This is an optimization exercise on Yosys and OpenROAD, whose aim is small area, a short achievable clock period and few clock cycles per item, not a production implementation.
Function was checked by simulation only, so behaviour that the tests miss may differ from the original.

===== flow/design.v =====
`timescale 1ns / 1ps
`default_nettype none
module sha_eng1 (
		input wire clk,
		input wire [31:0] kn,            
		input wire r63, input wire ge48,
		input wire [255:0] iv,
		input wire [31:0] tail_m,
		output wire [255:0] h1           
	);
	function [31:0] rotr(input [31:0] x, input integer s);
		rotr = (x >> s) | (x << (32 - s));
	endfunction
	wire [31:0] iva = iv[31:0], ivb = iv[63:32], ivc = iv[95:64], ivd = iv[127:96];
	wire [31:0] ive = iv[159:128], ivf = iv[191:160], ivg = iv[223:192], ivh = iv[255:224];
	reg [31:0] a, b, c, d, e, f, g, hk;
	reg [31:0] w[0:15];
	wire [31:0] S1 = rotr(e, 6) ^ rotr(e, 11) ^ rotr(e, 25);
	wire [31:0] ch = (e & f) ^ (~e & g);
	wire [31:0] S0 = rotr(a, 2) ^ rotr(a, 13) ^ rotr(a, 22);
	wire [31:0] maj = (a & b) ^ (a & c) ^ (b & c);
	wire [31:0] t1s = hk ^ S1 ^ ch;
	wire [31:0] t1c = {((hk & S1) | (hk & ch) | (S1 & ch)), 1'b0};
	wire [31:0] es = t1s ^ t1c ^ d;
	wire [31:0] ec = {((t1s & t1c) | (t1s & d) | (t1c & d)), 1'b0};
	wire [31:0] e_new = es + ec;
	wire [31:0] as1 = t1s ^ t1c ^ S0;
	wire [31:0] ac1 = {((t1s & t1c) | (t1s & S0) | (t1c & S0)), 1'b0};
	wire [31:0] as2 = as1 ^ ac1 ^ maj;
	wire [31:0] ac2 = {((as1 & ac1) | (as1 & maj) | (ac1 & maj)), 1'b0};
	wire [31:0] a_new = as2 + ac2;
	wire [31:0] hsrc = r63 ? ivh : g;
	wire [31:0] hs1 = hsrc ^ kn ^ w[1];
	wire [31:0] hc1 = {((hsrc & kn) | (hsrc & w[1]) | (kn & w[1])), 1'b0};
	wire [31:0] hk_new;
	add_sk hk_add(.x(hs1), .y(hc1), .s(hk_new));
	wire [31:0] s0 = rotr(w[1], 7) ^ rotr(w[1], 18) ^ (w[1] >> 3);
	wire [31:0] s1 = rotr(w[14], 17) ^ rotr(w[14], 19) ^ (w[14] >> 10);
	wire [31:0] ws1 = s0 ^ s1 ^ w[9];
	wire [31:0] wc1 = {((s0 & s1) | (s0 & w[9]) | (s1 & w[9])), 1'b0};
	wire [31:0] ws2 = ws1 ^ wc1 ^ w[0];
	wire [31:0] wc2 = {((ws1 & wc1) | (ws1 & w[0]) | (wc1 & w[0])), 1'b0};
	wire [31:0] nw;
	add_sk nw_add(.x(ws2), .y(wc2), .s(nw));
	integer i;
	always @(posedge clk) begin
		a <= r63 ? iva : a_new;
		b <= r63 ? ivb : a;
		c <= r63 ? ivc : b;
		d <= r63 ? ivd : c;
		e <= r63 ? ive : e_new;
		f <= r63 ? ivf : e;
		g <= r63 ? ivg : f;
		hk <= hk_new;
		for (i = 0; i < 15; i = i + 1) w[i] <= w[i + 1];
		w[15] <= ge48 ? tail_m : nw;
	end
	assign h1 = {g, f, e, e_new, c, b, a, a_new};
endmodule
module sha_eng2 (
		input wire clk,
		input wire [31:0] kn,            
		input wire r0, input wire r62, input wire r63, input wire ge48,
		input wire [31:0] tail_m,
		input wire ld_en,
		input wire [255:0] ld_data,      
		input wire [31:0] conv_x,        
		output wire [255:0] digest
	);
	function [31:0] rotr(input [31:0] x, input integer s);
		rotr = (x >> s) | (x << (32 - s));
	endfunction
	localparam [31:0] IVA = 32'h6a09e667, IVB = 32'hbb67ae85, IVC = 32'h3c6ef372, IVD = 32'ha54ff53a;
	localparam [31:0] IVE = 32'h510e527f, IVF = 32'h9b05688c, IVG = 32'h1f83d9ab, IVH = 32'h5be0cd19;
	localparam [31:0] IVE_MINUS_A = 32'he7046c18;
	localparam [31:0] E0_MINUS_A0 = 32'h9cbf5a55;
	reg [31:0] a, b, c, d, e, f, g, h, hk;
	reg [31:0] w[0:15];
	wire [31:0] S1 = rotr(e, 6) ^ rotr(e, 11) ^ rotr(e, 25);
	wire [31:0] ch = (e & f) ^ (~e & g);
	wire [31:0] S0 = rotr(a, 2) ^ rotr(a, 13) ^ rotr(a, 22);
	wire [31:0] maj = (a & b) ^ (a & c) ^ (b & c);
	wire [31:0] t1s = hk ^ S1 ^ ch;
	wire [31:0] t1c = {((hk & S1) | (hk & ch) | (S1 & ch)), 1'b0};
	wire [31:0] es = t1s ^ t1c ^ d;
	wire [31:0] ec = {((t1s & t1c) | (t1s & d) | (t1c & d)), 1'b0};
	wire [31:0] e_new = es + ec;
	wire [31:0] as1 = t1s ^ t1c ^ S0;
	wire [31:0] ac1 = {((t1s & t1c) | (t1s & S0) | (t1c & S0)), 1'b0};
	wire [31:0] as2 = as1 ^ ac1 ^ maj;
	wire [31:0] ac2 = {((as1 & ac1) | (as1 & maj) | (ac1 & maj)), 1'b0};
	wire [31:0] a_new = as2 + ac2;
	wire [31:0] hsrc = r63 ? 32'd0 : r0 ? IVG : g;
	wire [31:0] hs1 = hsrc ^ kn ^ w[1];
	wire [31:0] hc1 = {((hsrc & kn) | (hsrc & w[1]) | (kn & w[1])), 1'b0};
	wire [31:0] hk_new;
	add_sk hk_add(.x(hs1), .y(hc1), .s(hk_new));
	wire [31:0] dop = r0 ? hk : c;
	wire [31:0] dx = r62 ? IVE_MINUS_A : r63 ? IVD : r0 ? E0_MINUS_A0 : 32'd0;
	wire [31:0] dsum;
	add_bk d_add(.x(dop), .y(dx), .s(dsum));
	wire [31:0] s0 = rotr(w[1], 7) ^ rotr(w[1], 18) ^ (w[1] >> 3);
	wire [31:0] s1 = rotr(w[14], 17) ^ rotr(w[14], 19) ^ (w[14] >> 10);
	wire [31:0] ws1 = s0 ^ s1 ^ w[9];
	wire [31:0] wc1 = {((s0 & s1) | (s0 & w[9]) | (s1 & w[9])), 1'b0};
	wire [31:0] ws2 = ws1 ^ wc1 ^ w[0];
	wire [31:0] wc2 = {((ws1 & wc1) | (ws1 & w[0]) | (wc1 & w[0])), 1'b0};
	wire [31:0] nw;
	add_sk nw_add(.x(ws2), .y(wc2), .s(nw));
	wire [31:0] conv;
	add_bk conv_add(.x(w[2]), .y(conv_x), .s(conv));
	wire [31:0] fb, fc, ff, fg, fh;
	add_bk fb_add(.x(a), .y(IVB), .s(fb));
	add_bk fc_add(.x(b), .y(IVC), .s(fc));
	add_bk ff_add(.x(e), .y(IVF), .s(ff));
	add_bk fg_add(.x(f), .y(IVG), .s(fg));
	add_bk fh_add(.x(g), .y(IVH), .s(fh));
	integer i;
	always @(posedge clk) begin
		a <= r0 ? hk : a_new;
		e <= r0 ? dsum : e_new;
		b <= r0 ? IVA : r63 ? fb : a;
		c <= r0 ? IVB : r63 ? fc : b;
		d <= r0 ? IVC : dsum;
		f <= r0 ? IVE : r63 ? ff : e;
		g <= r0 ? IVF : r63 ? fg : f;
		h <= fh;
		hk <= hk_new;
		w[0] <= w[1];
		w[1] <= conv;
		for (i = 2; i < 10; i = i + 1) w[i] <= ld_en ? ld_data[32*(i-2) +: 32] : w[i + 1];
		for (i = 10; i < 15; i = i + 1) w[i] <= w[i + 1];
		w[15] <= ge48 ? tail_m : nw;
	end
	assign digest = {h, g, f, e, d, c, b, a};
endmodule
module add_sk(input wire [31:0] x, input wire [31:0] y, output wire [31:0] s);
	wire [31:0] g0 = x & y;
	wire [31:0] p0 = x ^ y;
	wire G1_1 = g0[1] | (p0[1] & g0[0]);
	wire P1_1 = p0[1] & p0[0];
	wire G1_3 = g0[3] | (p0[3] & g0[2]);
	wire P1_3 = p0[3] & p0[2];
	wire G1_5 = g0[5] | (p0[5] & g0[4]);
	wire P1_5 = p0[5] & p0[4];
	wire G1_7 = g0[7] | (p0[7] & g0[6]);
	wire P1_7 = p0[7] & p0[6];
	wire G1_9 = g0[9] | (p0[9] & g0[8]);
	wire P1_9 = p0[9] & p0[8];
	wire G1_11 = g0[11] | (p0[11] & g0[10]);
	wire P1_11 = p0[11] & p0[10];
	wire G1_13 = g0[13] | (p0[13] & g0[12]);
	wire P1_13 = p0[13] & p0[12];
	wire G1_15 = g0[15] | (p0[15] & g0[14]);
	wire P1_15 = p0[15] & p0[14];
	wire G1_17 = g0[17] | (p0[17] & g0[16]);
	wire P1_17 = p0[17] & p0[16];
	wire G1_19 = g0[19] | (p0[19] & g0[18]);
	wire P1_19 = p0[19] & p0[18];
	wire G1_21 = g0[21] | (p0[21] & g0[20]);
	wire P1_21 = p0[21] & p0[20];
	wire G1_23 = g0[23] | (p0[23] & g0[22]);
	wire P1_23 = p0[23] & p0[22];
	wire G1_25 = g0[25] | (p0[25] & g0[24]);
	wire P1_25 = p0[25] & p0[24];
	wire G1_27 = g0[27] | (p0[27] & g0[26]);
	wire P1_27 = p0[27] & p0[26];
	wire G1_29 = g0[29] | (p0[29] & g0[28]);
	wire P1_29 = p0[29] & p0[28];
	wire G1_31 = g0[31] | (p0[31] & g0[30]);
	wire P1_31 = p0[31] & p0[30];
	wire G2_2 = g0[2] | (p0[2] & G1_1);
	wire P2_2 = p0[2] & P1_1;
	wire G2_3 = G1_3 | (P1_3 & G1_1);
	wire P2_3 = P1_3 & P1_1;
	wire G2_6 = g0[6] | (p0[6] & G1_5);
	wire P2_6 = p0[6] & P1_5;
	wire G2_7 = G1_7 | (P1_7 & G1_5);
	wire P2_7 = P1_7 & P1_5;
	wire G2_10 = g0[10] | (p0[10] & G1_9);
	wire P2_10 = p0[10] & P1_9;
	wire G2_11 = G1_11 | (P1_11 & G1_9);
	wire P2_11 = P1_11 & P1_9;
	wire G2_14 = g0[14] | (p0[14] & G1_13);
	wire P2_14 = p0[14] & P1_13;
	wire G2_15 = G1_15 | (P1_15 & G1_13);
	wire P2_15 = P1_15 & P1_13;
	wire G2_18 = g0[18] | (p0[18] & G1_17);
	wire P2_18 = p0[18] & P1_17;
	wire G2_19 = G1_19 | (P1_19 & G1_17);
	wire P2_19 = P1_19 & P1_17;
	wire G2_22 = g0[22] | (p0[22] & G1_21);
	wire P2_22 = p0[22] & P1_21;
	wire G2_23 = G1_23 | (P1_23 & G1_21);
	wire P2_23 = P1_23 & P1_21;
	wire G2_26 = g0[26] | (p0[26] & G1_25);
	wire P2_26 = p0[26] & P1_25;
	wire G2_27 = G1_27 | (P1_27 & G1_25);
	wire P2_27 = P1_27 & P1_25;
	wire G2_30 = g0[30] | (p0[30] & G1_29);
	wire P2_30 = p0[30] & P1_29;
	wire G2_31 = G1_31 | (P1_31 & G1_29);
	wire P2_31 = P1_31 & P1_29;
	wire G3_4 = g0[4] | (p0[4] & G2_3);
	wire P3_4 = p0[4] & P2_3;
	wire G3_5 = G1_5 | (P1_5 & G2_3);
	wire P3_5 = P1_5 & P2_3;
	wire G3_6 = G2_6 | (P2_6 & G2_3);
	wire P3_6 = P2_6 & P2_3;
	wire G3_7 = G2_7 | (P2_7 & G2_3);
	wire P3_7 = P2_7 & P2_3;
	wire G3_12 = g0[12] | (p0[12] & G2_11);
	wire P3_12 = p0[12] & P2_11;
	wire G3_13 = G1_13 | (P1_13 & G2_11);
	wire P3_13 = P1_13 & P2_11;
	wire G3_14 = G2_14 | (P2_14 & G2_11);
	wire P3_14 = P2_14 & P2_11;
	wire G3_15 = G2_15 | (P2_15 & G2_11);
	wire P3_15 = P2_15 & P2_11;
	wire G3_20 = g0[20] | (p0[20] & G2_19);
	wire P3_20 = p0[20] & P2_19;
	wire G3_21 = G1_21 | (P1_21 & G2_19);
	wire P3_21 = P1_21 & P2_19;
	wire G3_22 = G2_22 | (P2_22 & G2_19);
	wire P3_22 = P2_22 & P2_19;
	wire G3_23 = G2_23 | (P2_23 & G2_19);
	wire P3_23 = P2_23 & P2_19;
	wire G3_28 = g0[28] | (p0[28] & G2_27);
	wire P3_28 = p0[28] & P2_27;
	wire G3_29 = G1_29 | (P1_29 & G2_27);
	wire P3_29 = P1_29 & P2_27;
	wire G3_30 = G2_30 | (P2_30 & G2_27);
	wire P3_30 = P2_30 & P2_27;
	wire G3_31 = G2_31 | (P2_31 & G2_27);
	wire P3_31 = P2_31 & P2_27;
	wire G4_8 = g0[8] | (p0[8] & G3_7);
	wire P4_8 = p0[8] & P3_7;
	wire G4_9 = G1_9 | (P1_9 & G3_7);
	wire P4_9 = P1_9 & P3_7;
	wire G4_10 = G2_10 | (P2_10 & G3_7);
	wire P4_10 = P2_10 & P3_7;
	wire G4_11 = G2_11 | (P2_11 & G3_7);
	wire P4_11 = P2_11 & P3_7;
	wire G4_12 = G3_12 | (P3_12 & G3_7);
	wire P4_12 = P3_12 & P3_7;
	wire G4_13 = G3_13 | (P3_13 & G3_7);
	wire P4_13 = P3_13 & P3_7;
	wire G4_14 = G3_14 | (P3_14 & G3_7);
	wire P4_14 = P3_14 & P3_7;
	wire G4_15 = G3_15 | (P3_15 & G3_7);
	wire P4_15 = P3_15 & P3_7;
	wire G4_24 = g0[24] | (p0[24] & G3_23);
	wire P4_24 = p0[24] & P3_23;
	wire G4_25 = G1_25 | (P1_25 & G3_23);
	wire P4_25 = P1_25 & P3_23;
	wire G4_26 = G2_26 | (P2_26 & G3_23);
	wire P4_26 = P2_26 & P3_23;
	wire G4_27 = G2_27 | (P2_27 & G3_23);
	wire P4_27 = P2_27 & P3_23;
	wire G4_28 = G3_28 | (P3_28 & G3_23);
	wire P4_28 = P3_28 & P3_23;
	wire G4_29 = G3_29 | (P3_29 & G3_23);
	wire P4_29 = P3_29 & P3_23;
	wire G4_30 = G3_30 | (P3_30 & G3_23);
	wire P4_30 = P3_30 & P3_23;
	wire G4_31 = G3_31 | (P3_31 & G3_23);
	wire P4_31 = P3_31 & P3_23;
	wire G5_16 = g0[16] | (p0[16] & G4_15);
	wire P5_16 = p0[16] & P4_15;
	wire G5_17 = G1_17 | (P1_17 & G4_15);
	wire P5_17 = P1_17 & P4_15;
	wire G5_18 = G2_18 | (P2_18 & G4_15);
	wire P5_18 = P2_18 & P4_15;
	wire G5_19 = G2_19 | (P2_19 & G4_15);
	wire P5_19 = P2_19 & P4_15;
	wire G5_20 = G3_20 | (P3_20 & G4_15);
	wire P5_20 = P3_20 & P4_15;
	wire G5_21 = G3_21 | (P3_21 & G4_15);
	wire P5_21 = P3_21 & P4_15;
	wire G5_22 = G3_22 | (P3_22 & G4_15);
	wire P5_22 = P3_22 & P4_15;
	wire G5_23 = G3_23 | (P3_23 & G4_15);
	wire P5_23 = P3_23 & P4_15;
	wire G5_24 = G4_24 | (P4_24 & G4_15);
	wire P5_24 = P4_24 & P4_15;
	wire G5_25 = G4_25 | (P4_25 & G4_15);
	wire P5_25 = P4_25 & P4_15;
	wire G5_26 = G4_26 | (P4_26 & G4_15);
	wire P5_26 = P4_26 & P4_15;
	wire G5_27 = G4_27 | (P4_27 & G4_15);
	wire P5_27 = P4_27 & P4_15;
	wire G5_28 = G4_28 | (P4_28 & G4_15);
	wire P5_28 = P4_28 & P4_15;
	wire G5_29 = G4_29 | (P4_29 & G4_15);
	wire P5_29 = P4_29 & P4_15;
	wire G5_30 = G4_30 | (P4_30 & G4_15);
	wire P5_30 = P4_30 & P4_15;
	wire G5_31 = G4_31 | (P4_31 & G4_15);
	wire P5_31 = P4_31 & P4_15;
	assign s = p0 ^ {G5_30,G5_29,G5_28,G5_27,G5_26,G5_25,G5_24,G5_23,G5_22,G5_21,G5_20,G5_19,G5_18,G5_17,G5_16,G4_15,G4_14,G4_13,G4_12,G4_11,G4_10,G4_9,G4_8,G3_7,G3_6,G3_5,G3_4,G2_3,G2_2,G1_1,g0[0], 1'b0};
endmodule
module add_bk(input wire [31:0] x, input wire [31:0] y, output wire [31:0] s);
	wire [31:0] g0 = x & y;
	wire [31:0] p0 = x ^ y;
	wire G_1 = g0[1] | (p0[1] & g0[0]);
	wire P_1 = p0[1] & p0[0];
	wire G_2 = g0[3] | (p0[3] & g0[2]);
	wire P_2 = p0[3] & p0[2];
	wire G_3 = g0[5] | (p0[5] & g0[4]);
	wire P_3 = p0[5] & p0[4];
	wire G_4 = g0[7] | (p0[7] & g0[6]);
	wire P_4 = p0[7] & p0[6];
	wire G_5 = g0[9] | (p0[9] & g0[8]);
	wire P_5 = p0[9] & p0[8];
	wire G_6 = g0[11] | (p0[11] & g0[10]);
	wire P_6 = p0[11] & p0[10];
	wire G_7 = g0[13] | (p0[13] & g0[12]);
	wire P_7 = p0[13] & p0[12];
	wire G_8 = g0[15] | (p0[15] & g0[14]);
	wire P_8 = p0[15] & p0[14];
	wire G_9 = g0[17] | (p0[17] & g0[16]);
	wire P_9 = p0[17] & p0[16];
	wire G_10 = g0[19] | (p0[19] & g0[18]);
	wire P_10 = p0[19] & p0[18];
	wire G_11 = g0[21] | (p0[21] & g0[20]);
	wire P_11 = p0[21] & p0[20];
	wire G_12 = g0[23] | (p0[23] & g0[22]);
	wire P_12 = p0[23] & p0[22];
	wire G_13 = g0[25] | (p0[25] & g0[24]);
	wire P_13 = p0[25] & p0[24];
	wire G_14 = g0[27] | (p0[27] & g0[26]);
	wire P_14 = p0[27] & p0[26];
	wire G_15 = g0[29] | (p0[29] & g0[28]);
	wire P_15 = p0[29] & p0[28];
	wire G_16 = g0[31] | (p0[31] & g0[30]);
	wire P_16 = p0[31] & p0[30];
	wire G_17 = G_2 | (P_2 & G_1);
	wire P_17 = P_2 & P_1;
	wire G_18 = G_4 | (P_4 & G_3);
	wire P_18 = P_4 & P_3;
	wire G_19 = G_6 | (P_6 & G_5);
	wire P_19 = P_6 & P_5;
	wire G_20 = G_8 | (P_8 & G_7);
	wire P_20 = P_8 & P_7;
	wire G_21 = G_10 | (P_10 & G_9);
	wire P_21 = P_10 & P_9;
	wire G_22 = G_12 | (P_12 & G_11);
	wire P_22 = P_12 & P_11;
	wire G_23 = G_14 | (P_14 & G_13);
	wire P_23 = P_14 & P_13;
	wire G_24 = G_16 | (P_16 & G_15);
	wire P_24 = P_16 & P_15;
	wire G_25 = G_18 | (P_18 & G_17);
	wire P_25 = P_18 & P_17;
	wire G_26 = G_20 | (P_20 & G_19);
	wire P_26 = P_20 & P_19;
	wire G_27 = G_22 | (P_22 & G_21);
	wire P_27 = P_22 & P_21;
	wire G_28 = G_24 | (P_24 & G_23);
	wire P_28 = P_24 & P_23;
	wire G_29 = G_26 | (P_26 & G_25);
	wire P_29 = P_26 & P_25;
	wire G_30 = G_28 | (P_28 & G_27);
	wire P_30 = P_28 & P_27;
	wire G_31 = G_30 | (P_30 & G_29);
	wire P_31 = P_30 & P_29;
	wire G_32 = G_27 | (P_27 & G_29);
	wire P_32 = P_27 & P_29;
	wire G_33 = G_19 | (P_19 & G_25);
	wire P_33 = P_19 & P_25;
	wire G_34 = G_21 | (P_21 & G_29);
	wire P_34 = P_21 & P_29;
	wire G_35 = G_23 | (P_23 & G_32);
	wire P_35 = P_23 & P_32;
	wire G_36 = G_3 | (P_3 & G_17);
	wire P_36 = P_3 & P_17;
	wire G_37 = G_5 | (P_5 & G_25);
	wire P_37 = P_5 & P_25;
	wire G_38 = G_7 | (P_7 & G_33);
	wire P_38 = P_7 & P_33;
	wire G_39 = G_9 | (P_9 & G_29);
	wire P_39 = P_9 & P_29;
	wire G_40 = G_11 | (P_11 & G_34);
	wire P_40 = P_11 & P_34;
	wire G_41 = G_13 | (P_13 & G_32);
	wire P_41 = P_13 & P_32;
	wire G_42 = G_15 | (P_15 & G_35);
	wire P_42 = P_15 & P_35;
	wire G_43 = g0[2] | (p0[2] & G_1);
	wire P_43 = p0[2] & P_1;
	wire G_44 = g0[4] | (p0[4] & G_17);
	wire P_44 = p0[4] & P_17;
	wire G_45 = g0[6] | (p0[6] & G_36);
	wire P_45 = p0[6] & P_36;
	wire G_46 = g0[8] | (p0[8] & G_25);
	wire P_46 = p0[8] & P_25;
	wire G_47 = g0[10] | (p0[10] & G_37);
	wire P_47 = p0[10] & P_37;
	wire G_48 = g0[12] | (p0[12] & G_33);
	wire P_48 = p0[12] & P_33;
	wire G_49 = g0[14] | (p0[14] & G_38);
	wire P_49 = p0[14] & P_38;
	wire G_50 = g0[16] | (p0[16] & G_29);
	wire P_50 = p0[16] & P_29;
	wire G_51 = g0[18] | (p0[18] & G_39);
	wire P_51 = p0[18] & P_39;
	wire G_52 = g0[20] | (p0[20] & G_34);
	wire P_52 = p0[20] & P_34;
	wire G_53 = g0[22] | (p0[22] & G_40);
	wire P_53 = p0[22] & P_40;
	wire G_54 = g0[24] | (p0[24] & G_32);
	wire P_54 = p0[24] & P_32;
	wire G_55 = g0[26] | (p0[26] & G_41);
	wire P_55 = p0[26] & P_41;
	wire G_56 = g0[28] | (p0[28] & G_35);
	wire P_56 = p0[28] & P_35;
	wire G_57 = g0[30] | (p0[30] & G_42);
	wire P_57 = p0[30] & P_42;
	assign s = p0 ^ {G_57,G_42,G_56,G_35,G_55,G_41,G_54,G_32,G_53,G_40,G_52,G_34,G_51,G_39,G_50,G_29,G_49,G_38,G_48,G_33,G_47,G_37,G_46,G_25,G_45,G_36,G_44,G_17,G_43,G_1,g0[0], 1'b0};
endmodule
`timescale 1ns / 1ps
`default_nettype none
module miner (
		input wire clk,
		input wire rst,
		input wire [255:0] X,
		input wire [95:0] Y,
		input wire [31:0] nonce_start,
		output reg hash_valid,
		output reg [255:0] hash,
		output reg [31:0] hash_nonce
	);
	function [31:0] flip(input [31:0] v);
		flip = {v[7:0], v[15:8], v[23:16], v[31:24]};
	endfunction
	localparam [2047:0] KTAB = {
		32'hc67178f2,
		32'hbef9a3f7,
		32'ha4506ceb,
		32'h90befffa,
		32'h8cc70208,
		32'h84c87814,
		32'h78a5636f,
		32'h748f82ee,
		32'h682e6ff3,
		32'h5b9cca4f,
		32'h4ed8aa4a,
		32'h391c0cb3,
		32'h34b0bcb5,
		32'h2748774c,
		32'h1e376c08,
		32'h19a4c116,
		32'h106aa070,
		32'hf40e3585,
		32'hd6990624,
		32'hd192e819,
		32'hc76c51a3,
		32'hc24b8b70,
		32'ha81a664b,
		32'ha2bfe8a1,
		32'h92722c85,
		32'h81c2c92e,
		32'h766a0abb,
		32'h650a7354,
		32'h53380d13,
		32'h4d2c6dfc,
		32'h2e1b2138,
		32'h27b70a85,
		32'h14292967,
		32'h06ca6351,
		32'hd5a79147,
		32'hc6e00bf3,
		32'hbf597fc7,
		32'hb00327c8,
		32'ha831c66d,
		32'h983e5152,
		32'h76f988da,
		32'h5cb0a9dc,
		32'h4a7484aa,
		32'h2de92c6f,
		32'h240ca1cc,
		32'h0fc19dc6,
		32'hefbe4786,
		32'he49b69c1,
		32'hc19bf174,
		32'h9bdc06a7,
		32'h80deb1fe,
		32'h72be5d74,
		32'h550c7dc3,
		32'h243185be,
		32'h12835b01,
		32'hd807aa98,
		32'hab1c5ed5,
		32'h923f82a4,
		32'h59f111f1,
		32'h3956c25b,
		32'he9b5dba5,
		32'hb5c0fbcf,
		32'h71374491,
		32'h428a2f98};
	wire [255:0] Xr = X;
	reg [5:0] phase;
	reg [31:0] k1, kd, k2;
	reg [1:0] primed;       
	reg [31:0] N;           
	reg valid_r;
	reg e1_r63, e1_ge48;
	reg e2_r0, e2_r62, e2_r63, e2_ge48;
	wire [5:0] phase_n = rst ? 6'd48 : phase + 6'd1;
	wire [5:0] kidx1 = phase + 6'd2;
	always @(posedge clk) begin
		phase <= phase_n;
		k1 <= rst ? KTAB[32*49 +: 32] : KTAB[32*kidx1 +: 32];
		kd <= k1;
		k2 <= (phase == 6'd0) ? 32'hfc08884d : (phase == 6'd63) ? 32'h307b5f59 : kd;
		e1_r63 <= (phase_n == 6'd63);
		e1_ge48 <= (phase_n >= 6'd48);
		e2_r0 <= (phase_n == 6'd2);
		e2_r62 <= (phase_n == 6'd0);
		e2_r63 <= (phase_n == 6'd1);
		e2_ge48 <= (phase_n >= 6'd50) || (phase_n < 6'd2);
		if (rst) begin
			primed <= 2'd0;
			valid_r <= 1'b0;
			N <= nonce_start;
		end else begin
			if (phase == 6'd0 && primed != 2'd3) primed <= primed + 2'd1;
			valid_r <= (phase == 6'd1) && (primed == 2'd3);
			if (valid_r) N <= N + 32'd1;
		end
	end
	wire [31:0] n1 = N + {30'd0, primed[1], primed[0] & ~primed[1]};
	reg [31:0] m1;
	always @(*) begin
		case (phase[3:0])
			4'd0: m1 = flip(Y[31:0]);
			4'd1: m1 = flip(Y[63:32]);
			4'd2: m1 = flip(Y[95:64]);
			4'd3: m1 = flip(n1);
			4'd4: m1 = 32'h80000000;
			4'd15: m1 = 32'h00000280;
			default: m1 = 32'd0;
		endcase
	end
	wire [3:0] r2lo = phase[3:0] - 4'd2;
	wire [31:0] m2 = (r2lo == 4'd8) ? 32'h80000000 : (r2lo == 4'd15) ? 32'h00000100 : 32'd0;
	wire [31:0] conv_x = (phase < 6'd8) ? Xr[32*phase[2:0] +: 32] : 32'd0;
	wire [255:0] h1, st2;
	sha_eng1 eng1(.clk(clk), .kn(k1), .r63(e1_r63), .ge48(e1_ge48),
		.iv(Xr), .tail_m(m1), .h1(h1));
	sha_eng2 eng2(.clk(clk), .kn(k2), .r0(e2_r0), .r62(e2_r62), .r63(e2_r63), .ge48(e2_ge48),
		.tail_m(m2), .ld_en(e1_r63), .ld_data(h1), .conv_x(conv_x), .digest(st2));
	integer j;
	always @(*) begin
		hash_valid = valid_r;
		hash_nonce = N;
		for (j = 0; j < 8; j = j + 1) hash[32*j +: 32] = flip(st2[32*j +: 32]);
	end
endmodule

===== flow/flow/run.sh =====
#!/bin/bash
# The standard layout (standard.sh: standard synthesis, floorplan, power
# grid, placement, CTS, routing), with two changes to how the layout is made:
#  - every input and output port still gets a buffer, but a plain
#    sky130_fd_sc_hd__buf_1 instead of the delay buffer the resizer picks;
#  - the clock tree is built from clkbuf_8 buffers without dummy loads.
# make's full output goes to flow_make.log in the work folder; ORFS writes each
# step's own log under orfs/logs.
set -euo pipefail
bash standard.sh \
  "BUFFER_PORTS_ARGS=-buffer_cell sky130_fd_sc_hd__buf_1" \
  "CTS_ARGS=-sink_clustering_enable -repair_clock_nets -buf_list sky130_fd_sc_hd__clkbuf_8 -dont_use_dummy_load" \
  finish > flow_make.log 2>&1

===== flow/standard.sh =====
#!/bin/bash
# synth_recipe.tcl (not shown) runs the flow's synth.tcl, then flattens the netlist and writes it again
# the make line also repeats each setting of config.mk as NAME=value (left out here)
make -C /OpenROAD-flow-scripts/flow DESIGN_CONFIG=/design/flow/config.mk WORK_HOME=/design/flow/orfs CLKGATE_MAP_FILE= SYNTH_SCRIPT=/design/flow/synth_recipe.tcl "${@:-finish}"

===== flow/config.mk =====
export PLATFORM = sky130hd
export DESIGN_NAME = miner
export DESIGN_NICKNAME = miner
export VERILOG_FILES = /design/flow/design.v
export SDC_FILE = /design/flow/constraint.sdc
export NUM_CORES = 4
export LEC_CHECK = 0
export ABC_AREA = 1
export CAP_MARGIN = 20
export CORE_MARGIN = 2
export CORE_UTILIZATION = 35
export PLACE_DENSITY = 0.5
export SETUP_SLACK_MARGIN = 5
export SLEW_MARGIN = 20

===== flow/constraint.sdc =====
create_clock -name core_clock -period 11.0 [get_ports {clk}]
set_input_delay 2.2000 -clock core_clock [delete_from_list [all_inputs] [get_ports {clk}]]
set_output_delay 2.2000 -clock core_clock [all_outputs]
set_load 0.01 [all_outputs]

==> impl_metrics.ini, run 1 <==
[placement]
gp_congestion = 1.04
post_dp_cell_area_sq_um = 93600
dpl.hpwl_um = 356000
place_ws_ns = 4.76
portBuffers = 674

[clock_network]
cts.sinks = 1711
cts-htree-levels = 5
cts_buffers = 331
cts_tree = done
clockBufferDepth = 4
insertion_delay_ns = 1.10
root_buffer = clkbuf_8
cts_setup_buffers = 0
clk_pin_slew_ns = 0.06

[grt]
grt_max_degree = 197
antenna_found_initial = 45
grtUsageTotal_pct = 32.8
grt_pass1_vias = 75200
grt-ovfl-total = 0
grt_pass1_wl_um = 587000

[synth]
ys_warn_count = 6
synthArstFlopShare_pct = 0
seq_area_frac_synth_pct = 39.3
synth_nets = 12100
synthFlopType = dfxtp_1
syn_inst = 10800
synth.avg_cell_area_sq_um = 8.15
ys_types = 64
yosysTopAreaCellShare_pct = 38.2
mappedNetlistArea_sq_um = 88100
synth.largest_area_cell = dfxtp_1
yosys-top-cells-area = dfxtp_1 (38%), fa_1 (11%), nand2_1 (10%)
synth-seq-cells = 1711
synth-edff-count = 32

[sta]
fin_crit_sh_pct = 52.0
relSlewSlack_pct = 20.4
setup_tns_ns = 0
max_freq_ghz = 0.175
worstMarginPinSlew_ns = 1.18
finalHoldViolations = 0
skew_ns = 0.111
drv_slew = 0
fin_ws_ns = 5.28
rsz0062_at_grt = no
final-setup-viol-count = 0
period_minus_slack_ns = 5.72
hold_ws_ns = 0.268

[run_status]
status = complete, no violations

[final_layout]
final_common_cell = nand2_1
nets = 12700
fin_area_sq_um = 98200
multi_input_area_sq_um = 45700
area.growth.synth_to_final_pct = 11.5
utilization_pct = 39.2
nFillCells = 26100
drive_above_1_share_pct = 4.77
seqCellArea_sq_um = 34600
reg_top3 = eng1.w (512), eng2.w (512)
final_cell_mix = nand2_1 (2437), dfxtp_1 (1674), inv_1 (1533)

[detailed_routing]
first_iter_violations = 8603
postRouteAntennaNets = 0
vias_per_cell = 5.19
drtPass1Iterations = 6
drt_wl_total_um = 430000
vias = 77000
drc = 0
wire_per_inst_um = 29.0

[job]
maxCapViolCount = 0

[setup_path]
cp_num_buf_inv = 3
worst-path-max-fanout = 6
worstPathArrival_ns = 6.71
cpMostUsedCell = nand2_1
r2r_setup_slack_ns = 5.28
cpPeakStageDelay_ns = 0.84
crit_required_ns = 11.98
critPathCaptureType = flip-flop
start_kind = flip-flop
cp_cell_sequence = xnor2_1 -> xor2_1 -> inv_1 -> fa_1 -> inv_1 -> fa_1 -> inv_1 -> fa_1 -> ha_1 -> a21oi_1 -> nor2_1 -> nor2_1 -> nand2_1 -> nand2_1 -> nand2_1 -> nand2_1 -> nand2_1 -> nand2_1 -> nand3_1 -> nand2_1
crit_type = flip-flop to flip-flop
crit_path_top_delay_cell = fa_1
cp_top_family = adder cells

[worst_hold_path]
hold_class = flip-flop to flip-flop

[die]
io_pins = 675
coreArea_sq_um = 251000
die_h_um = 506
core.rowCount = 184
die_area_sq_um = 256000
start_util_pct = 35.1
die_w_um = 506
timing repair:
action                     CTS  global route
setup endpoints to repair    0             1
resized for setup            0             3
hold buffers                 0             0
cell families (layout without fill, tap and decap cells):
group / Yosys count / count (layout) / share of synthesized area [%]
compound gates: 1744 / 1744 / 10.8
xor+xnor: 625 / 625 / 6.24
fa+ha+maj: 896 / 896 / 16.8
buf+inv: 2000 / 2643 / 8.88
flops: 1711 / 1711 / 39.3
mux: 1 / 1 / 0.0114
other cells: 0 / 22 / 0
simple gates: 3832 / 3832 / 18.0
cell usage after synthesis, types with 4 or more instances:
cell	number
nand2_1	2437
dfxtp_1	1679
inv_1	1536
o21ai_0	847
nor2_1	563
a21oi_1	545
nand3_1	540
fa_1	479
ha_1	403
xor2_1	328
xnor2_1	296
clkbuf_1	276
buf_2	96
nand4_1	79
nor3_1	72
a22oi_1	66
a31oi_1	42
buf_4	40
or2_2	38
o21ai_1	37
o211ai_1	35
edfxtp_1	32
o21bai_1	29
nand3b_1	28
a21o_1	27
a211oi_1	24
buf_1	23
nand2_2	19
inv_2	17
nor4_1	16
a21boi_0	15
a22o_1	15
maj3_1	14
a221oi_1	12
nor2_4	11
o22ai_1	11
nor3_2	9
nor2_2	8
o2111ai_1	7
a41oi_1	5
buf_6	5
and2_1	4
o21a_1	4
per-stage QoR:
step,instances
finish,14800
global route,14800
CTS,14800
detailed placement,14500
global placement,14500
floorplan,10800
routing by layer:
metal	track usage (%)	vias to the layer above	wire, um
met5	0	-	65
met4	11.2	10	15800
met3	8.77	569	41700
met2	48.0	3603	179000
met1	46.4	37600	194000
li1	-	35200	-
worst register-to-register path, stage by stage (launching register included):
cell     delay [ns]
dfxtp_1        0.63
xnor2_1        0.24
xor2_1         0.25
inv_1          0.10
fa_1           0.49
inv_1          0.07
fa_1           0.84
inv_1          0.13
fa_1           0.46
ha_1           0.37
a21oi_1        0.27
nor2_1         0.07
nor2_1         0.15
nand2_1        0.19
nand2_1        0.10
nand2_1        0.18
nand2_1        0.19
nand2_1        0.10
nand2_1        0.09
nand3_1        0.42
nand2_1        0.29
worst paths after layout:
check	startpoint	end	cells past startpoint
hold / removal	eng2.w[12][29]	eng2.w[11][29]	0
hold reg to reg	eng2.w[12][29]	eng2.w[11][29]	0
setup / recovery	eng1.e[16]	eng1.a[28]	20
setup reg to reg	eng1.e[16]	eng1.a[28]	20
cell type report:
class	instances	area share (%)
Sequential cell	1711	35.2
Tap cell	3348	4.27
Timing Repair Buffer	755	3.27
Clock buffer	331	4.64
Inverter	1557	5.97
Multi-Input combinational cell	7098	46.6
Antenna cell	22	0.0561
Testbench counts, summed over its fixed seeds: cycles 21,136, items 320.
==> run 2, diff against run 1 <==
==> flow/flow/run.sh (replaced) <==
#!/bin/bash
set -euo pipefail
bash standard.sh \
  "BUFFER_PORTS_ARGS=-buffer_cell sky130_fd_sc_hd__buf_1" \
  "CTS_ARGS=-sink_clustering_enable -repair_clock_nets -buf_list sky130_fd_sc_hd__clkbuf_8 -dont_use_dummy_load" \
  "SETUP_SLACK_MARGIN=6.5" \
  finish > flow_make.log 2>&1
==> run 2 against run 1 <==
Compared with the run above: synthesized area unchanged; non-clock buffer count increased by 53; clock skew is 0.0051 ns higher; via count is 0.95% higher; sequential share of layout area down 0.73 points; sequential cell count unchanged; worst hold slack improved by 0.015 ns; critical path depth increased by 1; first-iteration DRC count rose by 5.1%.
==> impl_metrics.ini, run 2 <==
[placement]
dpl.hpwl_um = 347000
portBuffers = 674
place_ws_ns = 5.34
post_dp_cell_area_sq_um = 93600
gp_congestion = 1.07
placed_cells = 14500

[clock_network]
clk_pin_slew_ns = 0.05
cts.sinks = 1711
root_buffer = clkbuf_8
cts_tree = done
clockBufferDepth = 4
insertion_delay_ns = 1.10
hold_buffers = 0
cts-htree-levels = 5
cts_buffers = 322

[job]
maxCapViolCount = 0

[setup_path]
worstPathArrival_ns = 5.51
critPathCaptureType = flip-flop
crit_type = primary input to flip-flop
start_kind = primary input
crit_required_ns = 11.98
worst-path-max-fanout = 3

[sta]
max_freq_ghz = 0.221
fin_crit_sh_pct = 41.2
setup_tns_ns = 0
skew_ns = 0.116
final-setup-viol-count = 0
fin_ws_ns = 6.47
drv_slew = 0
finalHoldViolations = 0
relSlewSlack_pct = 25.3
hold_ws_ns = 0.283
worstMarginPinSlew_ns = 1.11
period_minus_slack_ns = 4.53
rsz0062_at_grt = yes

[die]
die_area_sq_um = 256000
start_util_pct = 35.1
die_w_um = 506
coreArea_sq_um = 251000
die_h_um = 506
core.rowCount = 184
io_pins = 675

[detailed_routing]
wire_per_inst_um = 28.7
drt_wl_total_um = 427000
drtPass1Iterations = 7
first_iter_violations = 9044
drc = 0
vias_per_cell = 5.23
vias = 77700
postRouteAntennaNets = 0

[synth]
synth-seq-cells = 1711
syn_inst = 10800
yosys-top-cells-area = dfxtp_1 (38%), fa_1 (11%), nand2_1 (10%)
ys_types = 64
synth_most_common_cell = nand2_1
yosysTopAreaCellShare_pct = 38.2
synthTopCellsByCount = nand2_1 (2437), dfxtp_1 (1679), inv_1 (1536), o21ai_0 (847), nor2_1 (563)
synth-edff-count = 32
synthFlopType = dfxtp_1
synthArstFlopShare_pct = 0
synth_nets = 12100
synth.largest_area_cell = dfxtp_1
seq_area_frac_synth_pct = 39.3
mappedNetlistArea_sq_um = 88100
synth.avg_cell_area_sq_um = 8.15
ys_warn_count = 6

[final_layout]
fin_area_sq_um = 101000
final_common_cell = nand2_1
area.growth.synth_to_final_pct = 14.5
final_cell_count_no_fill = 14900
utilization_pct = 40.2
final_cell_mix = nand2_1 (2362), dfxtp_1 (1576), inv_1 (1487)
drive_above_1_share_pct = 9.02
nets = 12800
reg_top3 = eng1.w (512), eng2.w (512)

[grt]
grt_pass1_wl_um = 579000
grt_pass1_vias = 74800
grtUsageTotal_pct = 32.3
grt-ovfl-total = 0
antenna_found_initial = 38
grt_max_degree = 176

[worst_hold_path]
hold_class = flip-flop to flip-flop

[run_status]
status = complete, no violations
==> run 2: layer usage <==
metal	track usage [%]	part of all wire (%)	wire length, um
met5	0	0.11	470
met4	12.6	4.2	18100
met1	45.9	44	190000
met2	46.3	41	175000
met3	8.34	10	43200
==> run 2: layout make-up <==
type	count	area, sq um
Inverter	1557	5950
Timing Repair inverter	1	8.76
Tap cell	3348	4190
Clock buffer	322	4430
Sequential cell	1711	34800
Fill cell	25900	150000
Antenna cell	18	45.0
Timing Repair Buffer	808	3940
Multi-Input combinational cell	7098	47500
==> run 2: kinds of logic after synthesis <==
kind of cell	Yosys count	share of synthesized area [%]
DFF	1711	39.3
muxes	1	0.0114
buffers and inverters	2000	8.88
and+or+nand+nor	3832	18.0
adders and majority gates	896	16.8
xor gates and xnor gates	625	6.24
AOI/OAI and AO/OA	1744	10.8
==> run 2: repair_timing <==
action	CTS	global route
endpoints found under the setup margin	147	132
pin swaps	13	58
setup buffers	10	37
gates resized for setup	305	324
gates cloned	0	5
==> run 2: worst paths after layout <==
check / depth (start not counted) / start / to / slack, ns
min: 0 / eng1.w[13][2] / eng1.w[12][2] / 0.28
min reg2reg: 0 / eng1.w[13][2] / eng1.w[12][2] / 0.28
max reg2reg: 21 / eng1.e[13] / eng2.w[2][31] / 6.50
max: 21 / X[141] / eng2.w[1][31] / 6.47
==> run 2: worst max-delay path: stages <==
cell,delay (ns)
buf_1,0.09
nand2_1,0.09
nand4_1,0.56
o21ai_1,0.37
a31oi_1,0.07
ha_1,0.38
a21oi_2,0.16
o21ai_1,0.07
a21oi_1,0.16
nand2_2,0.12
nand2_2,0.10
nand2_4,0.07
nand2_2,0.07
nand2_2,0.06
nand2_1,0.08
nand2_2,0.06
fa_2,0.40
xor2_2,0.15
inv_1,0.06
nand4_1,0.09
nand2_1,0.10
==> run 3, diff against run 2 <==
==> flow/run.sh (new file) <==
#!/bin/bash
# synth_recipe.tcl (not shown) runs the flow's synth.tcl, then flattens the netlist and writes it again
# the make line also repeats each setting of config.mk as NAME=value (left out here)
make -C /OpenROAD-flow-scripts/flow DESIGN_CONFIG=/design/flow/config.mk WORK_HOME=/design/flow/orfs CLKGATE_MAP_FILE= SYNTH_SCRIPT=/design/flow/synth_recipe.tcl finish
--- a/flow/config.mk
+++ b/flow/config.mk
@@ -7,3 +7,2 @@
 export LEC_CHECK = 0
-export ABC_AREA = 1
 export CAP_MARGIN = 20
@@ -11,2 +10,3 @@
 export CORE_UTILIZATION = 35
+export CTS_BUF_LIST = sky130_fd_sc_hd__clkbuf_8
 export PLACE_DENSITY = 0.5
removed: flow/flow/run.sh
removed: flow/standard.sh
==> run 3 against run 2 <==
Compared with the run above: still clean on timing, DRC and antenna; sequential cell count did not move; clock skew fell by 0.0075 ns; cell count fell by 21%; setup slack got worse by 1.7 ns; maximum frequency fell by 27%; final area fell by 1.0%; largest cell class unchanged.
==> impl_metrics.ini, run 3 <==
[synth]
seq_area_frac_synth_pct = 41.5
synth.avg_cell_area_sq_um = 10.8
yosys-top-cells-area = dfxtp_1 (40%), fa_1 (12%), mux2_2 (7.4%)
synth_nets = 8996
synthArstFlopShare_pct = 0
syn_inst = 7728
ys_types = 88
synth.largest_area_cell = dfxtp_1
synth_most_common_cell = dfxtp_1
ys_warn_count = 6
mappedNetlistArea_sq_um = 83200
synthTopCellsByCount = dfxtp_1 (1679), xnor2_1 (635), inv_1 (623), mux2_2 (548), fa_1 (479)
synth-seq-cells = 1711
yosysTopAreaCellShare_pct = 40.4
synth-edff-count = 32
synthFlopType = dfxtp_1

[setup_path]
worst-path-max-fanout = 6
critPathCaptureType = flip-flop
crit_type = flip-flop to flip-flop
reg2reg_depth = 15
crit_required_ns = 11.90
start_kind = flip-flop
worstPathArrival_ns = 7.13

[final_layout]
area.growth.synth_to_final_pct = 19.9
drive_above_1_share_pct = 14.7
final_cell_mix = dfxtp_1 (1663), inv_1 (698), clkdlybuf4s50_1 (673)
final_common_cell = dfxtp_1
final_cell_count_no_fill = 11800
nets = 9689
reg_top3 = eng1.w (512), eng2.w (512)
nFillCells = 22800

[sta]
fin_ws_ns = 4.76
max_freq_ghz = 0.160
finalHoldViolations = 0
relSlewSlack_pct = 16.2
setup_tns_ns = 0
drv_slew = 0
skew_ns = 0.109
rsz0062_at_grt = no
final-setup-viol-count = 0
period_minus_slack_ns = 6.24
fin_crit_sh_pct = 56.7
worstMarginPinSlew_ns = 1.24
hold_ws_ns = 0.280

[clock_network]
clockBufferDepth = 4
root_buffer = clkbuf_8
hold_buffers = 0
cts.sinks = 1711
cts_buffers = 318
cts-htree-levels = 5
clk_pin_slew_ns = 0.06
cts_tree = done
insertion_delay_ns = 1.10

[placement]
place_ws_ns = 3.89
placed_cells = 11300
dpl.hpwl_um = 260000
gp_congestion = 0.974
portBuffers = 674

[grt]
grt-ovfl-total = 0
grtUsageTotal_pct = 26.5
grt_max_degree = 87
grt_pass1_wl_um = 456000
antenna_found_initial = 32
grt_pass1_vias = 60900

[die]
io_pins = 675
die_w_um = 492
start_util_pct = 35.1
die_area_sq_um = 242000
coreArea_sq_um = 237000
core.rowCount = 179
die_h_um = 492

[worst_hold_path]
hold_class = flip-flop to flip-flop
min_path_cells = 0

[detailed_routing]
drc = 0
drtPass1Iterations = 5
postRouteAntennaNets = 0
vias_per_cell = 5.11
drt_wl_total_um = 327000
first_iter_violations = 4991
wire_per_inst_um = 27.7
vias = 60400

[job]
maxCapViolCount = 0

[run_status]
status = complete, no violations
run 3: through the flow:
step	cell area [sq um]	util [%]
2_1_floorplan	83200	-
3_3_place_gp	93300	39.3
3_5_place_dp	93300	39.3
4_1_cts	99700	42.0
5_1_grt	99800	42.1
6_report	99800	42.1
run 3: cell type report:
class / count / area [sq um] / share of cell area (%)
diodes: 10 / 25.0 / 0.0251
clock buffers: 390 / 5370 / 5.38
clock inverters: 145 / 961 / 0.963
inverters: 628 / 2360 / 2.37
multi-input cells: 4974 / 44900 / 45.0
flip-flops and latches: 1711 / 34600 / 34.7
well taps: 3167 / 3960 / 3.97
repair buffers: 788 / 7650 / 7.66
run 3: final timing paths:
path	start	endpoint	slack (ns)
hold / removal	eng1.w[7][27]	eng1.w[6][27]	0.28
hold reg to reg	eng1.w[7][27]	eng1.w[6][27]	0.28
setup / recovery	eng1.e[16]	eng2.w[6][25]	4.76
setup reg to reg	eng1.e[16]	eng2.w[6][25]	4.76
run 3: timing repair:
action                                  4_1_cts  5_1_grt
buffers inserted                              0        3
pin swaps                                     0        0
endpoints found under the setup margin       21       27
endpoints found under the hold margin         0        0
gates resized for setup                      12       20
run 3: critical path, cell delays in order, from the launching register on:
cell and delay (ns):
dfxtp_1 0.70, mux2_2 0.48, fa_1 0.48, inv_1 0.30, fa_1 0.47, inv_1 0.08
ha_1 0.47, nand3_1 0.41, nor4_1 0.87, a31oi_1 0.17, o21ai_1 0.37, a211oi_1 0.26
or3b_1 0.42, a21oi_1 0.17, xor2_1 0.10, mux2_2 0.30
run 3: kinds of logic (layout without fill, tap and decap cells):
logic type,after synthesis,count (layout),synth area share (%)
AOI/OAI and AO/OA,1253,1253,9.63
buffers and inverters,1043,1951,4.80
and+or+nand+nor,1254,1254,6.90
DFF,1711,1711,41.5
other,0,10,0
xor gates and xnor gates,862,862,9.07
adders and majority gates,940,940,18.3
muxes,665,665,9.78
run 3: per-layer routing:
layer  vias up  wire length (um)  track usage (%)
met5         -                89                0
met3       464             25900             6.38
li1      27500                 -                -
met1     30100            143000             35.5
met2      2322            148000             41.8
met4        14             10400             8.33
==> run 4, diff against run 3 <==
--- a/flow/design.v
+++ b/flow/design.v
@@ -25,3 +25,4 @@
 	wire [31:0] ec = {((t1s & t1c) | (t1s & d) | (t1c & d)), 1'b0};
-	wire [31:0] e_new = es + ec;
+	wire [31:0] e_new;
+	add_sk e_add(.x(es), .y(ec), .s(e_new));
 	wire [31:0] as1 = t1s ^ t1c ^ S0;
@@ -30,3 +31,4 @@
 	wire [31:0] ac2 = {((as1 & ac1) | (as1 & maj) | (ac1 & maj)), 1'b0};
-	wire [31:0] a_new = as2 + ac2;
+	wire [31:0] a_new;
+	add_sk a_add(.x(as2), .y(ac2), .s(a_new));
 	wire [31:0] hsrc = r63 ? ivh : g;
@@ -35,3 +37,3 @@
 	wire [31:0] hk_new;
-	add_sk hk_add(.x(hs1), .y(hc1), .s(hk_new));
+	add_bk hk_add(.x(hs1), .y(hc1), .s(hk_new));
 	wire [31:0] s0 = rotr(w[1], 7) ^ rotr(w[1], 18) ^ (w[1] >> 3);
@@ -43,3 +45,3 @@
 	wire [31:0] nw;
-	add_sk nw_add(.x(ws2), .y(wc2), .s(nw));
+	add_bk nw_add(.x(ws2), .y(wc2), .s(nw));
 	integer i;
@@ -86,3 +88,4 @@
 	wire [31:0] ec = {((t1s & t1c) | (t1s & d) | (t1c & d)), 1'b0};
-	wire [31:0] e_new = es + ec;
+	wire [31:0] e_new;
+	add_sk e_add(.x(es), .y(ec), .s(e_new));
 	wire [31:0] as1 = t1s ^ t1c ^ S0;
@@ -91,3 +94,4 @@
 	wire [31:0] ac2 = {((as1 & ac1) | (as1 & maj) | (ac1 & maj)), 1'b0};
-	wire [31:0] a_new = as2 + ac2;
+	wire [31:0] a_new;
+	add_sk a_add(.x(as2), .y(ac2), .s(a_new));
 	wire [31:0] hsrc = r63 ? 32'd0 : r0 ? IVG : g;
@@ -96,3 +100,3 @@
 	wire [31:0] hk_new;
-	add_sk hk_add(.x(hs1), .y(hc1), .s(hk_new));
+	add_bk hk_add(.x(hs1), .y(hc1), .s(hk_new));
 	wire [31:0] dop = r0 ? hk : c;
@@ -108,3 +112,3 @@
 	wire [31:0] nw;
-	add_sk nw_add(.x(ws2), .y(wc2), .s(nw));
+	add_bk nw_add(.x(ws2), .y(wc2), .s(nw));
 	wire [31:0] conv;
==> flow/flow/run.sh (new file) <==
#!/bin/bash
set -euo pipefail
bash standard.sh \
  "BUFFER_PORTS_ARGS=-buffer_cell sky130_fd_sc_hd__buf_1" \
  "CTS_ARGS=-sink_clustering_enable -repair_clock_nets -buf_list sky130_fd_sc_hd__clkbuf_8 -dont_use_dummy_load" \
  "SETUP_SLACK_MARGIN=6.5" \
  finish > flow_make.log 2>&1
==> flow/standard.sh (new file) <==
#!/bin/bash
# synth_recipe.tcl (not shown) runs the flow's synth.tcl, then flattens the netlist and writes it again
# the make line also repeats each setting of config.mk as NAME=value (left out here)
make -C /OpenROAD-flow-scripts/flow DESIGN_CONFIG=/design/flow/config.mk WORK_HOME=/design/flow/orfs CLKGATE_MAP_FILE= SYNTH_SCRIPT=/design/flow/synth_recipe.tcl "${@:-finish}"
--- a/flow/config.mk
+++ b/flow/config.mk
@@ -7,2 +7,3 @@
 export LEC_CHECK = 0
+export ABC_AREA = 1
 export CAP_MARGIN = 20
@@ -10,3 +11,2 @@
 export CORE_UTILIZATION = 35
-export CTS_BUF_LIST = sky130_fd_sc_hd__clkbuf_8
 export PLACE_DENSITY = 0.5
removed: flow/run.sh
==> run 4 against run 3 <==
Compared with the run above: final area is 3.2% lower; maximum frequency rose by 39%; still clean; utilization decreased by 1.8 points; die area grew 1.4%; count of clock-buffer cells in the layout fell by 72; synthesized cell count rose by 25%; critical path type unchanged; synthesized area is 1.4% higher; sequential share of layout area is 1.5 points higher.
==> impl_metrics.ini, run 4 <==
[synth]
synth.avg_cell_area_sq_um = 8.70
synth_most_common_cell = nand2_1
synthFlopType = dfxtp_1
synth-edff-count = 32
synth-seq-cells = 1711
synth.largest_area_cell = dfxtp_1
syn_inst = 9698
ys_types = 68
synthArstFlopShare_pct = 0
synthTopCellsByCount = nand2_1 (1991), dfxtp_1 (1679), inv_1 (1311), o21ai_0 (908), fa_1 (535)
yosys-top-cells-area = dfxtp_1 (40%), fa_1 (13%), nand2_1 (8.9%)
mappedNetlistArea_sq_um = 84400
ys_warn_count = 6
yosysTopAreaCellShare_pct = 39.8
synth_nets = 11000
seq_area_frac_synth_pct = 41.0

[placement]
gp_congestion = 0.952
dpl.hpwl_um = 262000
portBuffers = 674
placed_cells = 13200

[worst_hold_path]
worstHoldStart = eng1.w[11][29]
min_to = eng1.w[10][29]
hold_class = flip-flop to flip-flop
min_path_cells = 0

[setup_path]
r2r_start = eng2.e[12]
cp_top_family = adder cells
critPathCaptureType = flip-flop
cp_cell_sequence = xnor2_1 -> xor2_2 -> inv_1 -> fa_1 -> inv_1 -> fa_1 -> fa_1 -> inv_1 -> ha_1 -> nand2_1 -> inv_1 -> a21oi_1 -> nand2_2 -> nand2_1 -> nand2_4 -> fa_1 -> xnor2_1 -> a21oi_1
worstPathArrival_ns = 5.39
cp_num_buf_inv = 4
crit_type = flip-flop to flip-flop
crit_path_top_delay_cell = fa_1
reg2reg_depth = 18
start_kind = flip-flop
r2r_end = eng2.a[17]
cpPeakStageDelay_ns = 0.49
worst-path-max-fanout = 9
crit_required_ns = 11.90
r2r_setup_slack_ns = 6.51

[clock_network]
clk_pin_slew_ns = 0.06
root_buffer = clkbuf_8
cts_buffers = 318
hold_buffers = 0
clockBufferDepth = 4
insertion_delay_ns = 1.05
cts-htree-levels = 5
cts.sinks = 1711
cts_tree = done

[final_layout]
drive_above_1_share_pct = 8.82
reg_top3 = eng1.w (512), eng2.w (512)
final_cell_count_no_fill = 13600
nets = 11700
final_common_cell = nand2_1
seqCellArea_sq_um = 35000
multi_input_area_sq_um = 44300
area.growth.synth_to_final_pct = 14.5
nFillCells = 24400
final_cell_mix = nand2_1 (1948), dfxtp_1 (1529), inv_1 (1300)

[sta]
period_minus_slack_ns = 4.49
skew_ns = 0.127
relSlewSlack_pct = 25.5
worstMarginPinSlew_ns = 1.11
drv_slew = 0
fin_crit_sh_pct = 40.8
finalHoldViolations = 0
rsz0062_at_grt = yes
setup_tns_ns = 0
max_freq_ghz = 0.223
final-setup-viol-count = 0

[die]
die_h_um = 495
start_util_pct = 35.1
die_w_um = 495
die_area_sq_um = 245000
core.rowCount = 180
io_pins = 675
coreArea_sq_um = 240000

[grt]
grt_max_degree = 111
antenna_found_initial = 31
grt_pass1_wl_um = 467000
grt-ovfl-total = 0
grtUsageTotal_pct = 26.3
grt_pass1_vias = 67600

[job]
maxCapViolCount = 0

[detailed_routing]
drt_wl_total_um = 330000
drc = 0
first_iter_violations = 5580
wire_per_inst_um = 24.2
postRouteAntennaNets = 0
drtPass1Iterations = 9
vias_per_cell = 5.02
vias = 68400

[run_status]
status = complete, no violations
==> run 4: cell count changes in the layout (fill, tap and decap cells not counted), sizes merged, moves of 331 or more <==
cell	change
xnor2	-331
inv	+615
nand2	+1538
mux2	-548
buf	+692
clkdlybuf4s50	-673
nand3	+369
o21ai	+616
==> run 4: worst max path at each step <==
stage / from / slack (ns) / cells after the start / endpoint
finish: eng2.e[12] / 6.51 / 18 / eng2.a[17]
global route: e2_r63 / 6.38 / 20 / eng2.hk[31]
CTS: e2_r0 / 6.40 / 21 / eng2.hk[31]
detailed placement: X[224] / 5.37 / 24 / eng2.w[1][31]
global placement: X[241] / 5.23 / 18 / eng2.w[1][31]
floorplan: X[231] / 6.17 / 19 / eng1.hk[31]
==> run 4: stage by stage <==
| step | setup slack (ns) | utilization (%) | hold slack (ns) | instance area, sq um |
|---|---|---|---|---|
| after global routing | 6.38 | 40.2 | 0.292 | 96600 |
| after floorplan | 6.17 | - | 0.310 | 84500 |
| after global placement | 5.23 | 37.4 | 0.310 | 89900 |
| final | 6.51 | 40.3 | 0.286 | 96600 |
| after CTS | 6.40 | 39.7 | 0.276 | 95300 |
| after detailed placement | 5.37 | 37.4 | 0.312 | 89900 |
==> run 4: area by class of cell <==
| class | instances | area share (%) |
|---|---|---|
| antenna | 7 | 0.0181 |
| timing repair buffer | 814 | 4.08 |
| inverter | 1328 | 5.21 |
| clock buffer | 318 | 4.53 |
| tap | 3185 | 4.12 |
| multi-input combinational | 6246 | 45.9 |
| sequential | 1711 | 36.2 |
==> run 4: what timing repair did <==
action,in CTS,in global routing
resized for setup,273,252
cloned,1,1
pin swaps,23,44
setup endpoints to repair,173,70
setup buffers,20,36
==> run 4: logic make-up after synthesis <==
kind of cell / share of synthesized area, %
AOI/OAI and AO/OA: 10.6
xor gates and xnor gates: 6.90
adders and majority gates: 18.6
buffers and inverters: 8.11
DFF: 41.0
muxes: 0.0237
and+or+nand+nor: 14.8
==> run 4: routing by layer <==
metal	GRT usage, %	part of all wire [%]	vias to the layer above
li1	-	-	31900
met3	4.22	6.9	590
met2	42.4	45	2709
met5	0	0.047	-
met1	35.1	43	33100
met4	10.7	4.4	22
==> run 4: worst register-to-register path: stages (launching register included) <==
cell and delay [ns]:
dfxtp_4 0.41, xnor2_1 0.27, xor2_2 0.34, inv_1 0.10, fa_1 0.48, inv_1 0.08, fa_1 0.45, fa_1 0.49
inv_1 0.04, ha_1 0.31, nand2_1 0.11, inv_1 0.05, a21oi_1 0.17, nand2_2 0.16, nand2_1 0.14, nand2_4 0.09
fa_1 0.45, xnor2_1 0.16, a21oi_1 0.10
Testbench counts of run 4, summed over its fixed seeds: cycles 21,136, items 320.

## port drivers added, routing unchanged
The results above use ideal ports. As a check the final layouts listed here were re-extracted and re-timed, cells and wires unchanged. Step 1 sets driving cells, clkbuf_16 on the clock port and buf_2 on the other inputs (assumed; they add their load-dependent delay and slew). Step 2, shift: input delay + t, output delay - t, t = (earliest + latest rising clock arrival at the registers) / 2. This alone moves slack from input paths to output paths. Three values: ideal ports, drivers, drivers and shift; two values: the first two.
| run | t (ns) | setup WS [ns] | worst hold slack (ns) | latest minus earliest clock arrival (ns) | pins driven straight from the clock port |
|---|---|---|---|---|---|
| run 1 | 1.149 | 5.276 / 5.276 / 4.779 | 0.268 / 0.268 / 0.268 | 0.111 / 0.112 | 1 |
| run 2 | 1.138 | 6.467 / 6.504 / 5.395 | 0.283 / 0.283 / 0.283 | 0.122 / 0.122 | 1 |
| run 3 | 1.138 | 4.764 / 4.764 / 4.013 | 0.280 / 0.280 / 0.280 | 0.111 / 0.111 | 1 |
| run 4 | 1.077 | 6.509 / 6.509 / 5.630 | 0.286 / 0.286 / 0.286 | 0.144 / 0.145 | 1 |
After both steps setup and hold are still met in every run listed. For run 2, which loses most, drivers alone change the setup slack by +0.037 ns; drivers and shift together by -1.072 ns.
